Source: an optimization exercise on an open RTL-to-GDS flow (aim: small area, a short achievable clock period and few clock cycles). Production flows keep margins and buffers that such runs may drop.
Only simulation tests tie the RTL to the original design; equivalence was not proved.
Power is estimated from default activity; no workload was simulated.

Design Processor_Top, start of the top module:
module Processor_Top
(
    clk, rst_n,
    imem_addr, imem_rdata,
    dmem_addr, dmem_wdata, dmem_we, dmem_rdata
);
Size in the first run: roughly 1300 flip-flops, roughly 160 I/O pins, roughly 0.057 mm² of cells after synthesis.
Settings: LEC_CHECK=0, CAP_MARGIN=20, CORE_MARGIN=2, CORE_UTILIZATION=40, CTS_CLUSTER_DIAMETER=70, CTS_CLUSTER_SIZE=24, SLEW_MARGIN=20; clock period 11.0 ns.
standard.sh (not shown) runs the stock make flow with config.mk's settings and CLKGATE_MAP_FILE= SYNTH_SCRIPT=/design/flow/synth_recipe.tcl, a recipe that flattens the netlist after the stock synthesis.
==> flow/flow/run.sh <==
#!/bin/bash
# Standard layout (standard synthesis unchanged), with three changes to how
# the layout is made:
#  - repair_timing aims for 7.6 ns of extra setup margin, so the layout is
#    optimised for a shorter achieved period than the fixed clock;
#  - the port buffers are buf_2 cells instead of the default delay buffers;
#  - sizing may swap cells of different footprints.
set -euo pipefail
bash standard.sh SETUP_SLACK_MARGIN=7.6 \
  "BUFFER_PORTS_ARGS=-buffer_cell sky130_fd_sc_hd__buf_2" \
  MATCH_CELL_FOOTPRINT=0 finish > standard_make.log 2>&1
Testbench counts at the start, summed over its fixed seeds: cycles 30,108.
Rerun with:
CTS_CLUSTER_DIAMETER = default   (was 70)
CTS_CLUSTER_SIZE = default   (was 24)
What happened: The changed run ran to the end with no violations; count of clock-buffer cells in the layout climbs by 65; die area is unchanged; combinational power stays flat; clock skew drops by 0.020 ns; power goes up by 13%; via count climbs by 1.6%.

---

Processor_Top again, from the RTL that the note above started with.
## Processor_Top
module Processor_Top
(
    clk, rst_n,
    imem_addr, imem_rdata,
    dmem_addr, dmem_wdata, dmem_we, dmem_rdata
);
input clk;
input rst_n;
output [31:0] imem_addr;
input [31:0] imem_rdata;
output [31:0] dmem_addr;
output [31:0] dmem_wdata;
output dmem_we;
input [31:0] dmem_rdata;
reg  [9:0] pc;           
reg        id_valid;
reg [31:0] id_ir;
reg  [9:0] id_pc1;       
reg        ex_valid;
reg [31:0] ex_a;         
reg [31:0] ex_bx;        
reg [15:0] ex_imm;
reg  [4:0] ex_dest;
reg        ex_writes, ex_lw, ex_sw, ex_cond, ex_useimm;
reg        ex_sub, ex_and, ex_or, ex_nor, ex_slt;
reg        ex_fa, ex_fb;
reg  [9:0] ex_target;
reg [31:0] mem_res;
reg [31:0] mem_sd;
reg        mem_sw, mem_lw, mem_writes;
reg  [4:0] mem_dest;
reg [31:0] w_data;
reg        w_we;
reg  [4:0] w_dest;
wire [31:0] ins = imem_rdata;
wire f_uncond = (ins[31:26] == 6'h04) & (ins[25:21] == ins[20:16]);
wire [9:0] pc1 = pc + 10'd1;
wire [9:0] f_target = pc1 + ins[9:0];
wire [5:0] d_op = id_ir[31:26];
wire [4:0] d_rs = id_ir[25:21];
wire [4:0] d_rt = id_ir[20:16];
wire [4:0] d_rdf = id_ir[15:11];
wire [5:0] d_fn = id_ir[5:0];
wire d_is_r  = (d_op == 6'h00);
wire d_is_lw = (d_op == 6'h23);
wire d_is_sw = (d_op == 6'h2B);
wire d_cond = (d_op == 6'h04) & (d_rs != d_rt);
wire d_writes = d_is_r | d_is_lw;
wire [4:0] d_dest = d_is_r ? d_rdf : d_rt;
  ...
export LEC_CHECK = 0
export CAP_MARGIN = 20
export CORE_MARGIN = 2
export CORE_UTILIZATION = 40
export CTS_CLUSTER_DIAMETER = 60
export CTS_CLUSTER_SIZE = 20
export SLEW_MARGIN = 20
create_clock -name core_clock -period 11.0 [get_ports {clk}]
Scripts as last shown in full above: flow/flow/run.sh
The starting point ran to the end with no violations.
Testbench counts at the start, summed over its fixed seeds: cycles 30,108.
Change:
--- a/flow/flow/run.sh
+++ b/flow/flow/run.sh
@@ -4 +4 @@
-#  - repair_timing aims for 7.6 ns of extra setup margin, so the layout is
+#  - repair_timing aims for 7.4 ns of extra setup margin, so the layout is
@@ -9 +9 @@
-bash standard.sh SETUP_SLACK_MARGIN=7.6 \
+bash standard.sh SETUP_SLACK_MARGIN=7.4 \
--- a/flow/config.mk
+++ b/flow/config.mk
@@ -11,2 +11,2 @@
-export CTS_CLUSTER_DIAMETER = 60
-export CTS_CLUSTER_SIZE = 20
+export CTS_CLUSTER_DIAMETER = 70
+export CTS_CLUSTER_SIZE = 24
- sequential cell count stays the same
- final area is lower by 3.4%
- sequential power is lower by about 0.6%
- routed wire length is lower by 0.92%
- die area stays the same
- clock power is lower by 17%
- core utilization is lower by 1.6 points
- worst setup slack loses 220 ps
- total power is lower by 8.1%
- count of clock-buffer cells in the layout is lower by 11
- first-iteration DRC count stays flat
Change:
--- a/flow/flow/run.sh
+++ b/flow/flow/run.sh
@@ -4 +4 @@
-#  - repair_timing aims for 7.4 ns of extra setup margin, so the layout is
+#  - repair_timing aims for 7.6 ns of extra setup margin, so the layout is
@@ -9 +9 @@
-bash standard.sh SETUP_SLACK_MARGIN=7.4 \
+bash standard.sh SETUP_SLACK_MARGIN=7.6 \
--- a/flow/config.mk
+++ b/flow/config.mk
@@ -11,2 +11,2 @@
-export CTS_CLUSTER_DIAMETER = 70
-export CTS_CLUSTER_SIZE = 24
+export CTS_CLUSTER_DIAMETER = 75
+export CTS_CLUSTER_SIZE = 27
What happened:
- worst setup slack improves by 220 ps
- final cell count rose by 0.61%
- via count fell by 1.2%
- register-to-register slack is better by 220 ps
- hold slack gains 20 ps
- count of clock-buffer cells in the layout goes down by 6

[port drivers added, routing unchanged]
The results above use ideal ports. As a check the final layouts listed here were re-extracted and re-timed, cells and wires unchanged. Step 1 sets driving cells, clkbuf_16 on the clock port and buf_2 on the other inputs (assumed; they add their load-dependent delay and slew). Step 2 times the ports against the registers' clock, not the clock port: input delays grow and output delays shrink by t, the midpoint of the rising clock arrivals with the driver on. Three values: no drivers, after step 1, after step 2; two values: the first two.
| run | t, ns | setup WS [ns] | worst setup path at the end | slew at the worst register clock pin (ns) |
|---|---|---|---|---|
| the first run of note 1 | 0.807 | 7.450 / 7.431 / 6.710 | input to register | 0.11 / 0.11 |
| the second run of note 1 | 0.861 | 7.397 / 7.368 / 6.739 | input to register | 0.07 / 0.07 |
| the first run of note 2 | 0.828 | 7.472 / 7.414 / 6.751 | input to register | 0.09 / 0.09 |
| the second run of note 2 | 0.787 | 7.256 / 7.256 / 6.671 | input to register | 0.11 / 0.11 |
| the third run of note 2 | 0.825 | 7.472 / 7.392 / 6.755 | input to register | 0.11 / 0.11 |
After both steps setup and hold are still met in every run listed. For the first run of note 1, which loses most, drivers alone change the setup slack by -0.019 ns; drivers and shift together by -0.740 ns.
